This is an optimization exercise on Yosys and OpenROAD, whose aim is small area and a short achievable clock period, not a production implementation. In this exercise RTL edits were held to simulation tests only and were not proved equivalent to the original.

File: flow/config.mk
export PLATFORM = sky130hd
export DESIGN_NAME = float_copro
export DESIGN_NICKNAME = float_copro
export VERILOG_FILES = /design/flow/design.v
export SDC_FILE = /design/flow/constraint.sdc
export NUM_CORES = 4
export LEC_CHECK = 0
export CAP_MARGIN = 20
export CORE_MARGIN = 2
export CORE_UTILIZATION = 40
export SLEW_MARGIN = 20
File: flow/design.v
module float_copro_dp(opcode, op0, op1, result);
   input  logic[10:0]        opcode;
   input  logic[31:0]        op0;
   input  logic[31:0]        op1;
   output logic[31:0]        result;
   always_comb
     begin
        result <= '0;
        case (opcode)
          11'd0:
            result <= op0 + op1;
          11'd1:
            result <= op0 - op1;
          11'd2:
            result <= op0 * op1;
        endcase
     end
endmodule
module float_copro # (parameter cycle_add = 2, cycle_mul = 1, cycle_div = 10)  
   (
    input logic clk,
    input logic copro_valid,
    input logic copro_accept,
    input logic [10:0] copro_opcode,
    input logic [31:0] copro_op0,
    input logic [31:0] copro_op1,
    output logic copro_complete, 
    output logic[31:0] copro_result
    );
   logic [31:0]               op0;
   logic [31:0] 	      op1;
   logic [31:0] 	      resultat;
   enum 		      logic	      {INIT,BUSY} state, n_state;
   logic [4:0] 		      counter;
   logic [10:0] 	      opcode;
   float_copro_dp datapath(opcode,op0,op1,resultat);
   assign opcode = copro_opcode;
   assign op0 = copro_op0;
   assign op1 = copro_op1;
   assign copro_result=resultat;
   always_comb  
     begin
	n_state <= state ;
	case (state)
	  INIT : if(copro_valid == 1)
	    n_state <= BUSY;
	  BUSY : if (copro_accept == 1)
	    n_state <= INIT;
	endcase
     end  
   always_comb
     begin
	copro_complete <= 0;
	if (state == BUSY)
	  case(copro_opcode)
	    11'd0 :
	      if (counter >= cycle_add)
		copro_complete <= 1;
	    11'd1 :
	      if (counter >= cycle_add)
		copro_complete <= 1;
	    11'd2 :
	      if (counter >= cycle_mul)
		copro_complete <= 1;
	    11'd3 :
	      if (counter >= cycle_div)
		copro_complete <= 1;
	  endcase	
     end
   always_ff@(posedge clk)
     begin
	if (~copro_valid)
	  state <= INIT;
	else
	  begin
	     state <= n_state;
	     if (state == BUSY)
	       counter <= counter + 1;
	     else
	       counter <= 0;
	  end
     end
endmodule
File: flow/constraint.sdc
create_clock -name core_clock -period 14.0 [get_ports {clk}]
set_input_delay 2.8000 -clock core_clock [delete_from_list [all_inputs] [get_ports {clk}]]
set_output_delay 2.8000 -clock core_clock [all_outputs]
set_load 0.01 [all_outputs]
File: flow/run.sh
#!/bin/bash
# synth_recipe.tcl (not shown) runs the flow's synth.tcl, then flattens the netlist and writes it again
# the make line also repeats each setting of config.mk as NAME=value (left out here)
make -C /OpenROAD-flow-scripts/flow DESIGN_CONFIG=/design/flow/config.mk WORK_HOME=/design/flow/orfs CLKGATE_MAP_FILE= SYNTH_SCRIPT=/design/flow/synth_recipe.tcl finish
==> impl_metrics.json <==
{
  "cap_violations": 0,
  "cts_root_buf": "clkbuf_16",
  "die_h_um": 219,
  "wl_um": 60500,
  "final_antenna_net_count": 0,
  "syn-num-nets": 2783,
  "worstPathArrival_ns": 10.93,
  "dpl_cell_area_um2": 20600,
  "dp_hpwl_um": 51400,
  "synth_top_cell_by_area": "fa_1",
  "synth-simple-area-share_pct": 19.9,
  "fin_util_pct": 45.5,
  "die_w_um": 219,
  "core_region_area_um2": 45600,
  "path_buf_inv": 5,
  "grt_pass1_vias": 16284,
  "die_area_um2": 48100,
  "synth_top_family_by_area": "adder cells",
  "drv_slew": 0,
  "clk_pin_slew_worst_paths_ns": 0.04,
  "final.setup.worst_slack_ns": 0.269,
  "gr-total-overflow": 0,
  "muxShareOfSynthArea_pct": 0.108,
  "synthCells": 2137,
  "worstMarginPinSlew_ns": 1.00,
  "hp-start": "state",
  "yosysWarnings": 2,
  "synth-xor-area-share_pct": 6.75,
  "synth-seq-cells": 6,
  "setup-violations-final": 0,
  "setup.worst_path.class": "in2out",
  "clock_latency_ns": 0.23,
  "h-tree-depth": 1,
  "fin_crit_sh_pct": 98.1,
  "postLayoutCellArea_um2": 20700,
  "max_freq_ghz": 0.0728,
  "num_rows": 78,
  "vias": 14831,
  "status": "timing/DRC/antenna clean",
  "drive_gt1_share_pct": 4.60,
  "syn_area_per_cell_um2": 8.68,
  "finalHoldViolCount": 0,
  "finClkSkew_ns": 0.00105,
  "cts_sinks": 6,
  "cp_slowest_cell": "clkdlybuf4s50_1",
  "drt_pass1_iterations": 5,
  "synth_edf_count": 5,
  "cts_buffers": 3,
  "yosysMostFrequentCell": "fa_1",
  "wl_per_cell_um": 21.4,
  "fin_nets": 2864,
  "route.detailed.drc": 0,
  "relSlewSlack_pct": 33.2,
  "syn_area_um2": 18600,
  "reg2reg_from": "counter[0]",
  "pre_cts_slack_ns": 0.298,
  "synth_compound_area_share_pct": 7.02,
  "cp_top_family": "adder cells",
  "clock_path_buffers": 2,
  "grt_pass1_wl_um": 94800,
  "area_growth_pct": 11.7,
  "synth_ff_type": "edfxtp_1",
  "path_max_fanout": 16,
  "gp_congestion": 0.926,
  "hold_ws_ns": 0.573,
  "synth_top_area_share_pct": 44.1,
  "cp_common_cell": "fa_1",
  "via_per_inst": 5.26,
  "ys_seq_area_share_pct": 0.917,
  "start_util_pct": 40.7,
  "ys_top_cells_by_count": "fa_1, inv_1, and2_1",
  "min_path_type": "reg2reg",
  "synthArstFlopShare_pct": 0,
  "synth_cell_types": 70,
  "grt_max_degree": 29,
  "critPathRequiredTime_ns": 11.20,
  "fin_crit_ns": 13.73,
  "pin_count": 111,
  "drtIter0Drc": 896,
  "antenna_found_initial": 8,
  "critPathLaunchType": "primary input",
  "synth_area_leaders": "fa_1, ha_1, and2_1, inv_1, nand2_1",
  "end_kind": "primary output",
  "crit_start": "copro_op0[16]",
  "grt_usage_pct": 26.2,
  "cts_tree": "built",
  "crit_chain": "clkdlybuf4s50_1 > buf_4 > and2_1 > fa_1 > inv_1 > fa_1 > fa_1 > fa_1 > inv_1 > fa_1 > fa_1 > fa_1 > fa_1 > ha_1 > nand3_1 > nor4_1 > o211ai_1 > a21oi_1 > nor3b_2 > o31ai_1 > nor2_1 > or4_1 > o31ai_1 > clkdlybuf4s50_1",
  "max_stage_delay_ns": 0.61,
  "synthAdderAreaFrac_pct": 54.9,
  "port_buffers": 110
}
## worst reg2reg max path: stages, from the launching register on
cell,delay (ns)
edfxtp_1,0.46
ha_1,0.27
nand3_1,0.10
xnor2_1,0.06
and2_1,0.15
## area by class of cell
cell class	count	area (µm²)
Antenna cell	5	12.5
Clock buffer	4	78.8
Fill cell	4426	24800
Inverter	399	1500
Multi-Input combinational cell	1620	16500
Sequential cell	6	170
Tap cell	600	751
Timing Repair Buffer	188	1770
## path summary, 6_finish.rpt
kind,to,slack [ns],cells past startpoint
max,copro_result[29],0.27,24
min,state,0.57,1
max reg2reg,counter[4],12.70,4
min reg2reg,state,0.57,1
## cell usage in the layout, fill, tap and decap left out, drive strengths merged, types with 8 or more instances in the layout
master | Yosys | layout
nor3 | 23 | 23
a21oi | 56 | 56
o31ai | 11 | 11
xor2 | 50 | 50
clkdlybuf4s50 | 0 | 106
fa | 409 | 409
inv | 399 | 399
o21bai | 8 | 8
nor2 | 41 | 41
and2 | 315 | 315
buf | 12 | 78
nand3 | 17 | 17
a31oi | 8 | 8
xnor2 | 93 | 93
ha | 159 | 159
a21o | 22 | 22
o22ai | 20 | 20
o21ai | 41 | 41
nand2 | 251 | 251
nand2b | 12 | 12
## layer usage
metal | up-vias | global-route usage [%] | part of all wire (%)
li1 | 6634 | - | -
met1 | 7614 | 37.5 | 45
met2 | 502 | 43.0 | 45
met3 | 75 | 2.83 | 6.7
met4 | 6 | 5.29 | 2.4
met5 | - | 0 | 0.058
## stage by stage
stage	cells	TNS, ns
after floorplan	2137	0
after global placement	2813	0
after detailed placement	2813	0
after CTS	2817	0
after global routing	2817	-0.00508
final	2822	0
## cells by family after synthesis
family | Yosys count
adders and majority gates | 568
and+or+nand+nor | 704
xor gates and xnor gates | 143
AOI/OAI and AO/OA | 203
buffers and inverters | 511
DFF | 6
muxes | 2
## flip-flops by register name, indices dropped and copies added, names as in the netlist
register and flops:
counter 5, state 1
## what timing repair did
action	4_1_cts	5_1_grt
setup endpoints to repair	0	5
setup buffers	0	0
hold buffers	0	0
resized for setup	0	7

==> static timing again, ports no longer ideal <==
Ports are ideal in the flow. The routed layout listed here was re-timed in OpenROAD.
Step 1 (the two cells are an assumption about what drives the block):
set clk [get_ports {clk}]
set_driving_cell -lib_cell sky130_fd_sc_hd__clkbuf_16 $clk
set_driving_cell -lib_cell sky130_fd_sc_hd__buf_2 [delete_from_list [all_inputs] $clk]
Step 2 also shifts input and output timing later by t, the mid clock arrival at the registers, as if the neighbouring blocks saw the same clock.
a / b / c = ideal ports / drivers / drivers and shift; a / b = the first two.
shift t [ns]: 0.256
setup slack, ns: 0.269 / 0.234 / 0.234
slew at the worst register clock pin (ns): 0.04 / 0.04
After both steps this run still meets setup and hold. The setup slack of this run moves by -0.035 ns with the drivers and by -0.035 ns with both steps.
